From an optimization exercise on the open Yosys and OpenROAD flow, aimed at small area and a short achievable clock period; shortcuts taken in it are not production practice.
Only simulation tests tie the RTL to the original design; equivalence was not proved.
Power is estimated from default activity; no workload was simulated.

== lane 1 ==
// top_level
module top_level
#(parameter WIDTH = 8)
(
	input clk, rst, init, finish, ack,
	input [WIDTH-1:0]
		ori_0,
		ori_1,
		ori_2,
		ori_3,
		ori_4,
		ori_5,
		ori_6,
		ori_7,
		ori_8,
		ori_9,
		ori_10,
		ori_11,
		ori_12,
		ori_13,
		ori_14,
		ori_15,
		ori_16,
		ori_17,
		ori_18,
		ori_19,
		ori_20,
		ori_21,
		ori_22,
		ori_23,
		ori_24,
		ori_25,
		ori_26,
		ori_27,
		ori_28,
		ori_29,
		ori_30,
		ori_31,
		can_0,
		can_1,
		can_2,
		can_3,
		can_4,
		can_5,
		can_6,
		can_7,
		can_8,
		can_9,
		can_10,
		can_11,
		can_12,
		can_13,
		can_14,
		can_15,
		can_16,
		can_17,
		can_18,
		can_19,
		can_20,
		can_21,
		can_22,
		can_23,
		can_24,
		can_25,
		can_26,
		can_27,
		can_28,
		can_29,
		can_30,
		can_31,
	output done,
	output [WIDTH+4:0] out_sad
	);
For scale: roughly 260 flip-flops, roughly 530 I/O pins, roughly 24,000 um^2 of cells after synthesis.
clock: 5.8 ns
lec_check: 0
cap_margin: 20
core_margin: 2
core_utilization: 40
setup_slack_margin: 0
slew_margin: 20
synth_hierarchical: 1
synth_minimum_keep_size: 0
standard.sh (not shown) runs the stock make flow with config.mk's settings and CLKGATE_MAP_FILE= SYNTH_SCRIPT=/design/flow/synth_recipe.tcl, a recipe that flattens the netlist after the stock synthesis.
==> flow/flow/run.sh <==
#!/bin/bash
# The standard layout with two changes:
#  - the port buffers are buf_1 cells (buffer_ports otherwise picks the slow,
#    large clkdlybuf4s50_1); repair_design and repair_timing still resize them.
#  - synthesis maps the logic with abc_speed.script from this folder: the
#    standard script's delay mapping without its final buffering and sizing
#    passes, so the netlist starts small and the layout's repair_timing sizes
#    up only the paths that need it. Registers, flattening and renaming are
#    exactly as in the standard flow's synthesis (synth_recipe.tcl is used unchanged).
set -euo pipefail
export BUFFER_PORTS_ARGS="-buffer_cell sky130_fd_sc_hd__buf_1"
rm -rf scripts_abc
cp -r "$FLOW_HOME/scripts" scripts_abc
cp flow/abc_speed.script scripts_abc/abc_speed.script
export SCRIPTS_DIR="$PWD/scripts_abc"
bash standard.sh finish > standard.log 2>&1
==> flow/flow/abc_speed.script <==
strash
&get -n
&st
&dch
&nf
&put
Per the final summary, lane 1 finished and its layout is clean on timing, DRC and antenna.
## Diff of input files: lane 2 against lane 1
--- a/flow/config.mk
+++ b/flow/config.mk
@@ -8,6 +8,7 @@
 export CAP_MARGIN = 20
 export CORE_MARGIN = 2
-export CORE_UTILIZATION = 40
-export SETUP_SLACK_MARGIN = 0
+export CORE_UTILIZATION = 50
+export PLACE_DENSITY = 0.8
+export SETUP_SLACK_MARGIN = 2.6
 export SLEW_MARGIN = 20
 export SYNTH_HIERARCHICAL = 1
## What came out
As of lane 2, routed length on met3 had risen by more than 10% compared to lane 1. Total power: lane 2 below lane 1. In lane 2 relative to lane 1, net switching power had gone down slightly. Lane 1 and lane 2 ended up with nearly the same total via count after detailed routing. As of lane 2, wire length of the first global-routing pass had fallen by a few percent compared to lane 1. Lane 2 vs lane 1: via count of the first global-routing pass up. Sort lane 1 and lane 2 by initial standard-cell utilization of the core, descending, and lane 2 comes first. In the tables for lane 1 and lane 2, post-detailed-routing wire length reads lower with lane 2. Comparing lane 2 against lane 1, there is no change at all in xor-xnor portion of the synthesized cell area.
Edits applied to the flow inputs when going from lane 2 to lane 3:
==> flow/flow/run.sh <==
#!/bin/bash
# The standard layout, except that the port buffers are buf_1 cells
# (buffer_ports otherwise picks the slow, large clkdlybuf4s50_1). repair_design
# and repair_timing still resize them as they do any buffer.
set -euo pipefail
export BUFFER_PORTS_ARGS="-buffer_cell sky130_fd_sc_hd__buf_1"
bash standard.sh finish > standard.log 2>&1
--- a/flow/config.mk
+++ b/flow/config.mk
@@ -8,7 +8,5 @@
 export CAP_MARGIN = 20
 export CORE_MARGIN = 2
-export CORE_UTILIZATION = 50
-export PLACE_DENSITY = 0.8
-export SETUP_SLACK_MARGIN = 2.6
+export CORE_UTILIZATION = 40
 export SLEW_MARGIN = 20
 export SYNTH_HIERARCHICAL = 1
removed: flow/flow/abc_speed.script
## What came out
NOTE: relative slew slack in lane 3 exceeds that of lane 2. When lane 3 is set beside lane 2, its post-synth design cell area turns out to be about 12% larger. Lane 3: area overhead of the layout relative to synthesis lower than lane 2. Number of global-route vias before repair ended up about 5.4% higher on lane 3 than on lane 2. Per the comparison of lane 3 with lane 2, power consumed by combinational cells neither gained nor lost much, wire length picked up an extra about 18%. Compared with lane 2, lane 3 has less setup slack. Re net switching share of the total power: lane 3 is 0.26 points up on lane 2. Lane 3 — global-route wire length before repair 13% higher, lane 2 as reference.
Here is what was changed in the inputs of lane 4 compared with lane 3.
==> flow/flow/run.sh <==
#!/bin/bash
# The standard layout with two changes:
#  - the port buffers are buf_1 cells (buffer_ports otherwise picks the slow,
#    large clkdlybuf4s50_1); repair_design and repair_timing still resize them.
#  - synthesis maps the logic with abc_speed.script from this folder: the
#    standard script's delay mapping without its final buffering and sizing
#    passes, so the netlist starts small and the layout's repair_timing sizes
#    up only the paths that need it. Registers, flattening and renaming are
#    exactly as in the standard flow's synthesis (synth_recipe.tcl is used unchanged).
set -euo pipefail
export BUFFER_PORTS_ARGS="-buffer_cell sky130_fd_sc_hd__buf_1"
rm -rf scripts_abc
cp -r "$FLOW_HOME/scripts" scripts_abc
cp flow/abc_speed.script scripts_abc/abc_speed.script
export SCRIPTS_DIR="$PWD/scripts_abc"
bash standard.sh finish > standard.log 2>&1
==> flow/flow/abc_speed.script (new file) <==
strash
&get -n
&st
&dch
&nf
&put
--- a/flow/config.mk
+++ b/flow/config.mk
@@ -9,4 +9,5 @@
 export CORE_MARGIN = 2
 export CORE_UTILIZATION = 40
+export SETUP_SLACK_MARGIN = 2.45
 export SLEW_MARGIN = 20
 export SYNTH_HIERARCHICAL = 1
Results
- Compared lane 4 vs lane 3, and relative contribution of the clock network to total power is down in lane 4.
- Cell area | lane 4 vs lane 3 | lane 4 smaller
- Taking lane 3 as the reference, in lane 4 sum of routed wire length over all layers has decreased; routed metal-1 wire length fell by 4700 um; post-synthesis simple-gate area fraction went down.

[static timing again, ports no longer ideal]
In the flow no input, the clock included, has a driving cell. The finished layouts below were timed again as built, in two steps.
Step 1 sets driving cells, clkbuf_16 on the clock port and buf_2 on the other inputs (assumed; they add their load-dependent delay and slew).
Step 2 adds t to the input delays and takes it off the output delays; t is the mean of the earliest and latest rising clock arrival at the registers after step 1. Input paths then give back, and output paths get back, about the clock's delay inside the block.
Three values: ideal, step 1, step 2; two values: the first two.
| run | shift t [ns] | setup WS [ns] | worst slew at a driven data input, ns | pins driven straight from the clock port |
|---|---|---|---|---|
| lane 1 | 0.601 | 2.327 / 2.327 / 1.933 | 0.06 | 1 |
| lane 2 | 0.583 | 2.716 / 2.716 / 2.197 | 0.09 | 1 |
| lane 3 | 0.620 | 2.368 / 2.368 / 1.889 | 0.09 | 1 |
| lane 4 | 0.599 | 2.559 / 2.559 / 2.041 | 0.07 | 1 |
After both steps every run listed still meets setup and hold. The setup slack of lane 2, which loses most, moves by 0.000 ns with the drivers and by -0.519 ns with both steps.
